Background: an optimization exercise with open tools, aiming at small area and a short achievable clock period. Do not read the settings as production practice.
RTL that was checked went through simulation tests only; none was proved equivalent to the original.

## fir_3tap
module fir_3tap (input clk,
                 input [7:0] Xin,
                 input [7:0] H0,
                 input [7:0] H1,
                 input [7:0] H2,
                 output reg [15:0] Yout);
reg [15:0] Q1n, Q2n;
wire t2_p0_0 = ~(Xin[0] & H2[0]);
wire t2_p0_1 = ~(Xin[0] & H2[1]);
wire t2_p0_2 = ~(Xin[0] & H2[2]);
wire t2_p0_3 = ~(Xin[0] & H2[3]);
wire t2_p0_4 = ~(Xin[0] & H2[4]);
wire t2_p0_5 = ~(Xin[0] & H2[5]);
wire t2_p0_6 = ~(Xin[0] & H2[6]);
wire t2_p0_7 = ~(Xin[0] & H2[7]);
wire t2_p1_0 = ~(Xin[1] & H2[0]);
wire t2_p1_1 = ~(Xin[1] & H2[1]);
wire t2_p1_2 = ~(Xin[1] & H2[2]);
wire t2_p1_3 = ~(Xin[1] & H2[3]);
wire t2_p1_4 = ~(Xin[1] & H2[4]);
wire t2_p1_5 = ~(Xin[1] & H2[5]);
wire t2_p1_6 = ~(Xin[1] & H2[6]);
wire t2_p1_7 = ~(Xin[1] & H2[7]);
wire t2_p2_0 = ~(Xin[2] & H2[0]);
wire t2_p2_1 = ~(Xin[2] & H2[1]);
wire t2_p2_2 = ~(Xin[2] & H2[2]);
wire t2_p2_3 = ~(Xin[2] & H2[3]);
wire t2_p2_4 = ~(Xin[2] & H2[4]);
wire t2_p2_5 = ~(Xin[2] & H2[5]);
wire t2_p2_6 = ~(Xin[2] & H2[6]);
wire t2_p2_7 = ~(Xin[2] & H2[7]);
wire t2_p3_0 = ~(Xin[3] & H2[0]);
wire t2_p3_1 = ~(Xin[3] & H2[1]);
wire t2_p3_2 = ~(Xin[3] & H2[2]);
wire t2_p3_3 = ~(Xin[3] & H2[3]);
wire t2_p3_4 = ~(Xin[3] & H2[4]);
wire t2_p3_5 = ~(Xin[3] & H2[5]);
wire t2_p3_6 = ~(Xin[3] & H2[6]);
wire t2_p3_7 = ~(Xin[3] & H2[7]);
wire t2_p4_0 = ~(Xin[4] & H2[0]);
wire t2_p4_1 = ~(Xin[4] & H2[1]);
wire t2_p4_2 = ~(Xin[4] & H2[2]);
wire t2_p4_3 = ~(Xin[4] & H2[3]);
wire t2_p4_4 = ~(Xin[4] & H2[4]);
wire t2_p4_5 = ~(Xin[4] & H2[5]);
wire t2_p4_6 = ~(Xin[4] & H2[6]);
wire t2_p4_7 = ~(Xin[4] & H2[7]);
wire t2_p5_0 = ~(Xin[5] & H2[0]);
wire t2_p5_1 = ~(Xin[5] & H2[1]);
wire t2_p5_2 = ~(Xin[5] & H2[2]);
wire t2_p5_3 = ~(Xin[5] & H2[3]);
wire t2_p5_4 = ~(Xin[5] & H2[4]);
wire t2_p5_5 = ~(Xin[5] & H2[5]);
wire t2_p5_6 = ~(Xin[5] & H2[6]);
wire t2_p5_7 = ~(Xin[5] & H2[7]);
wire t2_p6_0 = ~(Xin[6] & H2[0]);
wire t2_p6_1 = ~(Xin[6] & H2[1]);
wire t2_p6_2 = ~(Xin[6] & H2[2]);
wire t2_p6_3 = ~(Xin[6] & H2[3]);
wire t2_p6_4 = ~(Xin[6] & H2[4]);
wire t2_p6_5 = ~(Xin[6] & H2[5]);
wire t2_p6_6 = ~(Xin[6] & H2[6]);
  ...
Size: roughly 640 cells after synthesis, about 49 I/O pins, about 6500 um^2 of cells after synthesis.
clock: 12.5 ns
lec_check: 0
cap_margin: 20
core_margin: 2
core_utilization: 40
setup_slack_margin: 5
slew_margin: 20
synth_hierarchical: 1
synth_minimum_keep_size: 0
run.sh (not shown) runs the stock make flow with config.mk's settings and CLKGATE_MAP_FILE= SYNTH_SCRIPT=/design/flow/synth_recipe.tcl, a recipe that flattens the netlist after the stock synthesis.
The starting point finished with timing, DRC and antenna clean.
Then changed:
==> flow/flow/run.sh (new file) <==
#!/bin/bash
cp standard.sh standard_sh_copy.txt
cp config.mk config_mk_copy.txt
export SETUP_SLACK_MARGIN=7
bash standard.sh > standard.log 2>&1
==> flow/standard.sh (new file) <==
#!/bin/bash
# synth_recipe.tcl (not shown) runs the flow's synth.tcl, then flattens the netlist and writes it again
# the make line also repeats each setting of config.mk as NAME=value (left out here)
make -C /OpenROAD-flow-scripts/flow DESIGN_CONFIG=/design/flow/config.mk WORK_HOME=/design/flow/orfs CLKGATE_MAP_FILE= SYNTH_SCRIPT=/design/flow/synth_recipe.tcl "${@:-finish}"
Settings changed: SETUP_SLACK_MARGIN 5 to default.
removed: flow/run.sh
Global-route usage came out higher by 2.1 points; area after synthesis does not change; clock skew hardly moves.
Then changed:
==> flow/flow/run.sh (replaced) <==
#!/bin/bash
cp standard.sh standard_sh_copy.txt
cp config.mk config_mk_copy.txt
export SETUP_SLACK_MARGIN=6
bash standard.sh > standard.log 2>&1
What happened: Register-to-register slack got worse by 140 ps. Routed wire length came out lower by 9.3%. Sequential share of layout area came out higher by 1.5 points. Design area is lower by 11%. Critical path depth does not change. Worst setup slack is worse by 410 ps. Clock skew is about the same. Via count fell by 3.1%. Cell count went down by 4.3%.
Then changed:
==> flow/run.sh (new file) <==
#!/bin/bash
# synth_recipe.tcl (not shown) runs the flow's synth.tcl, then flattens the netlist and writes it again
# the make line also repeats each setting of config.mk as NAME=value (left out here)
make -C /OpenROAD-flow-scripts/flow DESIGN_CONFIG=/design/flow/config.mk WORK_HOME=/design/flow/orfs CLKGATE_MAP_FILE= SYNTH_SCRIPT=/design/flow/synth_recipe.tcl finish
removed: flow/flow/run.sh
removed: flow/standard.sh
Result: Die area does not change. Global-route usage came out lower by 0.52 points. Final cell count is lower by 0.45%.

== wip/sierra ==
fir_3tap, a different RTL version from the one above (not shown whole).
Size: about 690 cells after synthesis, about 49 I/O pins, about 0.0065 mm2 of cells after synthesis.
==> flow/config.mk <==
export PLATFORM = sky130hd
export DESIGN_NAME = fir_3tap
export DESIGN_NICKNAME = fir_3tap
export VERILOG_FILES = /design/flow/design.v
export SDC_FILE = /design/flow/constraint.sdc
export NUM_CORES = 4
export LEC_CHECK = 0
export CAP_MARGIN = 20
export CORE_MARGIN = 2
export CORE_UTILIZATION = 65
export CTS_BUF_LIST = sky130_fd_sc_hd__clkbuf_8
export SLEW_MARGIN = 20
export SYNTH_HIERARCHICAL = 1
export SYNTH_MINIMUM_KEEP_SIZE = 0
==> flow/constraint.sdc <==
create_clock -name core_clock -period 12.5 [get_ports {clk}]
set_input_delay 2.5000 -clock core_clock [delete_from_list [all_inputs] [get_ports {clk}]]
set_output_delay 2.5000 -clock core_clock [all_outputs]
set_load 0.01 [all_outputs]
standard.sh (not shown) runs the stock make flow with config.mk's settings and CLKGATE_MAP_FILE= SYNTH_SCRIPT=/design/flow/synth_recipe.tcl, a recipe that flattens the netlist after the stock synthesis.
==> flow/flow/run.sh <==
#!/bin/bash
# The standard layout (standard.sh), with two changes to how it is made:
# - ports are buffered with buf_1 instead of the default delay buffer;
# - repair_timing aims for 6.8 ns of setup slack instead of 0.
set -euo pipefail
export SETUP_SLACK_MARGIN=6.8
export BUFFER_PORTS_ARGS="-buffer_cell sky130_fd_sc_hd__buf_1"
bash standard.sh > standard.log 2>&1
Inputs modified between wip/sierra and wip/umber:
==> flow/flow/run.sh <==
#!/bin/bash
# The standard layout (standard.sh), with two changes to how it is made:
# - ports are buffered with buf_1 instead of the default delay buffer;
# - repair_timing aims for 7.0 ns of setup slack instead of 0.
set -euo pipefail
export SETUP_SLACK_MARGIN=7.0
export BUFFER_PORTS_ARGS="-buffer_cell sky130_fd_sc_hd__buf_1"
bash standard.sh > standard.log 2>&1
- Compared with wip/sierra, total cell area at the placement stage in wip/umber increased slightly.
- Diff wip/sierra -> wip/umber | number of global-route vias before repair | up by a few percent
- When wip/umber is measured against wip/sierra, its global routing usage on met3 turns out 0.25 points lower.
- [wip/umber] setup slack rose 0.17 ns relative to wip/sierra
- Cmp wip/sierra and wip/umber / tightest slew margin relative to the limit / higher: wip/umber

Setup of run 1:
Another version of the RTL of fir_3tap (not shown whole).
Size: roughly 610 cells after synthesis, about 56 flip-flops, ~49 I/O pins, about 0.0064 mm^2 of cells after synthesis.
export LEC_CHECK = 0
export CAP_MARGIN = 20
export CORE_MARGIN = 2
export CORE_UTILIZATION = 55
export CTS_BUF_LIST = sky130_fd_sc_hd__clkbuf_8
export SLEW_MARGIN = 20
export SYNTH_HIERARCHICAL = 1
export SYNTH_MINIMUM_KEEP_SIZE = 0
export TNS_END_PERCENT = 0
create_clock -name core_clock -period 12.5 [get_ports {clk}]
==> flow/flow/run.sh <==
#!/bin/bash
# The standard layout (standard.sh), with two changes to how it is made:
# - ports are buffered with buf_1 instead of the default delay buffer;
# - repair_timing aims for 6.9 ns of setup slack instead of 0.
set -euo pipefail
export SETUP_SLACK_MARGIN=6.9
export BUFFER_PORTS_ARGS="-buffer_cell sky130_fd_sc_hd__buf_1"
bash standard.sh > standard.log 2>&1
Edits applied to the flow inputs when going from run 1 to run 2:
-- flow/flow/run.sh --
<<< run 1, line 6
export SETUP_SLACK_MARGIN=6.9
>>> run 2, line 6
export SETUP_SLACK_MARGIN=6.6
export SETUP_MOVE_SEQUENCE=unbuffer,sizeup,swap
### Flow results
As far as final max-slew violation count goes, run 2 and run 1 are indistinguishable; the numbers are identical. Maximum frequency: run 2 vs run 1 down 5.2 MHz. Run 2 reports a higher met1 track demand over resource in global routing than run 1 does. When the final numbers for run 2 and run 1 were put side by side, the signal arrival time at the worst endpoint turned out to be smaller in run 1.
The following lists how run 3 was set up differently from run 2:
-- flow/flow/run.sh --
<<< run 2, line 6
export SETUP_SLACK_MARGIN=6.6
>>> run 3, line 6
export SETUP_SLACK_MARGIN=7.6
## What came out
Run 3: full flow OK, the timing, DRC and antenna checks passed
Diff run 2 -> run 3: number of fillers in the final layout down about 4%, post-route minimum period down 0.15 ns, cell count held, core utilization shows an increase of 1.0 points, met3 track utilization from global routing neither gained nor lost much.
The setup slack of run 3 was superior to that of run 2.
Of the two values seen for capturing element of the worst setup path, Yout[15]$_DFF_P_ was produced by run 2 and Yout[14]$_DFF_P_ by run 3.
> inputs changed (run 3 -> run 4)
# run 3
export LEC_CHECK = 0
export CAP_MARGIN = 20
export CORE_MARGIN = 2
export CORE_UTILIZATION = 55
export CTS_BUF_LIST = sky130_fd_sc_hd__clkbuf_8
export SLEW_MARGIN = 20
export SYNTH_HIERARCHICAL = 1
export SYNTH_MINIMUM_KEEP_SIZE = 0
export TNS_END_PERCENT = 0
create_clock -name core_clock -period 12.5 [get_ports {clk}]
# run 4
export LEC_CHECK = 0
export CAP_MARGIN = 20
export CORE_MARGIN = 2
export CORE_UTILIZATION = 45
export CTS_BUF_LIST = sky130_fd_sc_hd__clkbuf_8
export SLEW_MARGIN = 20
export SYNTH_HIERARCHICAL = 1
export SYNTH_MINIMUM_KEEP_SIZE = 0
export TNS_END_PERCENT = 0
create_clock -name core_clock -period 12.5 [get_ports {clk}]
==> flow/flow/run.sh <==
#!/bin/bash
# The standard layout (standard.sh), with three changes to how it is made:
# - ports are buffered with buf_1 instead of the default delay buffer;
# - repair_timing aims for 6.9 ns of setup slack instead of 0;
# - repair_timing fixes setup by resizing and pin swapping only (no new buffers).
set -euo pipefail
export SETUP_SLACK_MARGIN=6.9
export SETUP_MOVE_SEQUENCE=unbuffer,sizeup,swap
export BUFFER_PORTS_ARGS="-buffer_cell sky130_fd_sc_hd__buf_1"
bash standard.sh > standard.log 2>&1
Results
On number of gates on the worst path with buffers counted: between run 3 and run 4, it ends up higher for run 3.
Changes observed in run 4 relative to run 3: share of the clock period used by the worst path went up; half-perimeter wire length after placement went up; setup slack went down.
Route | run 4 vs run 3 | wire longer in run 4
Measured against each other, run 3 and run 4 differ in filler cell count in the final layout, the lower figure coming from run 3.
For fraction of standard cell area that is sequential, run 3 and run 4 come out practically identical.
Pre-CTS setup slack: run 4 < run 3
Function was not checked in any run of this note: the RTL went through the layout flow alone.

rev 12:
fir_3tap, a different RTL version from the one above (not shown whole).
Size in the first run: roughly 640 cells after synthesis, roughly 56 flip-flops, ~49 I/O pins, about 6500 sq um of cells after synthesis.
export LEC_CHECK = 0
export CAP_MARGIN = 20
export CORE_MARGIN = 2
export CORE_UTILIZATION = 55
export CTS_BUF_LIST = sky130_fd_sc_hd__clkbuf_8
export SLEW_MARGIN = 20
export SYNTH_HIERARCHICAL = 1
export SYNTH_MINIMUM_KEEP_SIZE = 0
export TNS_END_PERCENT = 0
create_clock -name core_clock -period 12.5 [get_ports {clk}]
==> flow/flow/run.sh <==
#!/bin/bash
# The standard layout (standard.sh), with two changes to how it is made:
# - ports are buffered with buf_1 instead of the default delay buffer;
# - repair_timing aims for 7.1 ns of setup slack instead of 0.
set -euo pipefail
export SETUP_SLACK_MARGIN=7.1
export BUFFER_PORTS_ARGS="-buffer_cell sky130_fd_sc_hd__buf_1"
bash standard.sh > standard.log 2>&1
The following lists how rev 13 was set up differently from rev 12:
==> flow/flow/run.sh <==
#!/bin/bash
# The standard layout (standard.sh), with two changes to how it is made:
# - ports are buffered with buf_1 instead of the default delay buffer;
# - repair_timing aims for 6.9 ns of setup slack instead of 0.
set -euo pipefail
export SETUP_SLACK_MARGIN=6.9
export BUFFER_PORTS_ARGS="-buffer_cell sky130_fd_sc_hd__buf_1"
bash standard.sh > standard.log 2>&1
[summary]
Per the comparison of rev 13 with rev 12, global-route wire length before repair decreased by about 1.1% relative to the old numbers.
Summary — met2 track demand over resource in global routing, rev 13 relative to rev 12: lower, by 0.44 points.
Final cell utilization of the core in rev 13 is 0.76 points lower than in rev 12
Worst-case hold slack for rev 13 is higher than for rev 12.
Changes observed in rev 13 relative to rev 12: multi-input combinational gate total neither gained nor lost much.
Diff rev 12 -> rev 13 | critical path depth in cells | decrease of 1
Function was not checked in any run of this note: the RTL went through the layout flow alone.

fir_3tap, a different RTL version from the one above (not shown whole).
Size in the first run: roughly 700 cells after synthesis, ~49 I/O pins.
export LEC_CHECK = 0
export CAP_MARGIN = 20
export CORE_MARGIN = 2
export CORE_UTILIZATION = 55
export CTS_BUF_LIST = sky130_fd_sc_hd__clkbuf_8
export SLEW_MARGIN = 20
export SYNTH_HIERARCHICAL = 1
export SYNTH_MINIMUM_KEEP_SIZE = 0
export TNS_END_PERCENT = 0
create_clock -name core_clock -period 12.5 [get_ports {clk}]
==> flow/flow/run.sh <==
#!/bin/bash
# The standard layout (standard.sh), with two changes to how it is made:
# - ports are buffered with buf_1 instead of the default delay buffer;
# - repair_timing aims for 6.75 ns of setup slack instead of 0.
set -euo pipefail
export SETUP_SLACK_MARGIN=6.75
export BUFFER_PORTS_ARGS="-buffer_cell sky130_fd_sc_hd__buf_1"
bash standard.sh > standard.log 2>&1
The starting point finished clean.
==> next run, changes <==
==> flow/run.sh (new file) <==
#!/bin/bash
# synth_recipe.tcl (not shown) runs the flow's synth.tcl, then flattens the netlist and writes it again
# the make line also repeats each setting of config.mk as NAME=value (left out here)
make -C /OpenROAD-flow-scripts/flow DESIGN_CONFIG=/design/flow/config.mk WORK_HOME=/design/flow/orfs CLKGATE_MAP_FILE= SYNTH_SCRIPT=/design/flow/synth_recipe.tcl finish
Settings changed: CORE_UTILIZATION 55 to 65, SETUP_SLACK_MARGIN set to 5.
removed: flow/flow/run.sh
removed: flow/standard.sh
Synthesized cell count is unchanged.
Die area came out lower by about a fifth.
Design area goes up slightly.
Clock-buffer cell count goes down by 1.
Via count increases slightly.
Setup slack degrades by 1.2 ns.
Area after synthesis stays the same.
Global-route usage came out higher by 4.4 points.
Routed wire length stays flat.
==> next run, changes <==
==> flow/flow/run.sh (new file) <==
#!/bin/bash
# The standard layout (standard.sh), with two changes to how it is made:
# - ports are buffered with buf_1 instead of the default delay buffer;
# - repair_timing aims for 6.6 ns of setup slack instead of 0.
set -euo pipefail
export SETUP_SLACK_MARGIN=6.6
export BUFFER_PORTS_ARGS="-buffer_cell sky130_fd_sc_hd__buf_1"
bash standard.sh > standard.log 2>&1
==> flow/standard.sh (new file) <==
#!/bin/bash
# synth_recipe.tcl (not shown) runs the flow's synth.tcl, then flattens the netlist and writes it again
# the make line also repeats each setting of config.mk as NAME=value (left out here)
make -C /OpenROAD-flow-scripts/flow DESIGN_CONFIG=/design/flow/config.mk WORK_HOME=/design/flow/orfs CLKGATE_MAP_FILE= SYNTH_SCRIPT=/design/flow/synth_recipe.tcl "${@:-finish}"
Settings changed: CORE_UTILIZATION 65 to 55, PLACE_DENSITY set to 0.8, SETUP_SLACK_MARGIN 5 to not set.
removed: flow/run.sh
The changed run produced a clean layout. Setup slack gets better by 1.0 ns. Wire length rises by 0.69%. Count of clock-buffer cells in the layout rises by 1. Hold slack hardly moves.
==> next run, changes <==
Settings changed: CORE_UTILIZATION 55 to 65, PLACE_DENSITY 0.8 to not set.
What happened: Wire length hardly moves. Non-clock buffer count increases by 1. Die area is lower by about a fifth. Final cell count decreases slightly. Setup slack gains 0.073 ns. Worst hold slack is about the same. Flip-flop and latch count does not change.
==> next run, changes <==
Settings changed: CORE_UTILIZATION 65 to 55.
After rerunning: Die area came out higher by 17%; setup slack improves by 0.054 ns; routed wire length goes down by 0.78%; utilization decreases by 10 points; sequential share of layout area hardly moves; register-to-register slack barely changes; count of clock-buffer cells in the layout is unchanged.

-- static timing again, ports no longer ideal --
No port has a modelled driver above. Below, the same layouts with a new extraction and two added sets of constraints. Step 1 sets driving cells, clkbuf_16 on the clock port and buf_2 on the other inputs (assumed; they add their load-dependent delay and slew). Step 2 adds t to the input delays and takes it off the output delays; t is the mean of the earliest and latest rising clock arrival at the registers after step 1. Input paths then give back, and output paths get back, about the clock's delay inside the block. a / b / c = no drivers / after step 1 / after step 2; a / b = the first two.
run	shift t [ns]	slack for setup (ns)	latest minus earliest clock arrival (ns)	worst slew at a driven data input, ns
the first run of note 1	0.331	5.619 / 5.629 / 5.299	0.009 / 0.009	0.04
the second run of note 1	0.342	6.592 / 6.563 / 6.222	0.006 / 0.007	0.14
the third run of note 1	0.332	6.177 / 6.179 / 5.847	0.011 / 0.010	0.04
the fourth run of note 1	0.331	5.235 / 5.242 / 4.912	0.009 / 0.009	0.04
wip/sierra	0.344	6.908 / 6.919 / 6.576	0.011 / 0.011	0.04
wip/umber	0.339	7.078 / 7.054 / 6.715	0.009 / 0.009	0.17
run 1	0.367	6.987 / 6.992 / 6.625	0.009 / 0.009	0.03
run 2	0.375	6.824 / 6.824 / 6.462	0.008 / 0.008	0.03
run 3	0.362	6.974 / 6.974 / 6.637	0.016 / 0.016	0.06
run 4	0.367	6.938 / 6.947 / 6.580	0.019 / 0.019	0.04
rev 12	0.366	7.014 / 7.028 / 6.662	0.013 / 0.012	0.03
rev 13	0.370	6.937 / 6.948 / 6.577	0.009 / 0.009	0.03
the first run of note 5	0.353	6.844 / 6.853 / 6.500	0.012 / 0.012	0.04
the second run of note 5	0.343	5.657 / 5.665 / 5.322	0.012 / 0.011	0.04
the third run of note 5	0.346	6.672 / 6.678 / 6.333	0.010 / 0.009	0.04
the fourth run of note 5	0.335	6.745 / 6.756 / 6.421	0.010 / 0.010	0.03
the fifth run of note 5	0.338	6.799 / 6.804 / 6.467	0.009 / 0.009	0.03
After both steps setup and hold are still met in every run listed. The setup slack of the second run of note 1, which loses most, moves by -0.029 ns with the drivers and by -0.370 ns with both steps.
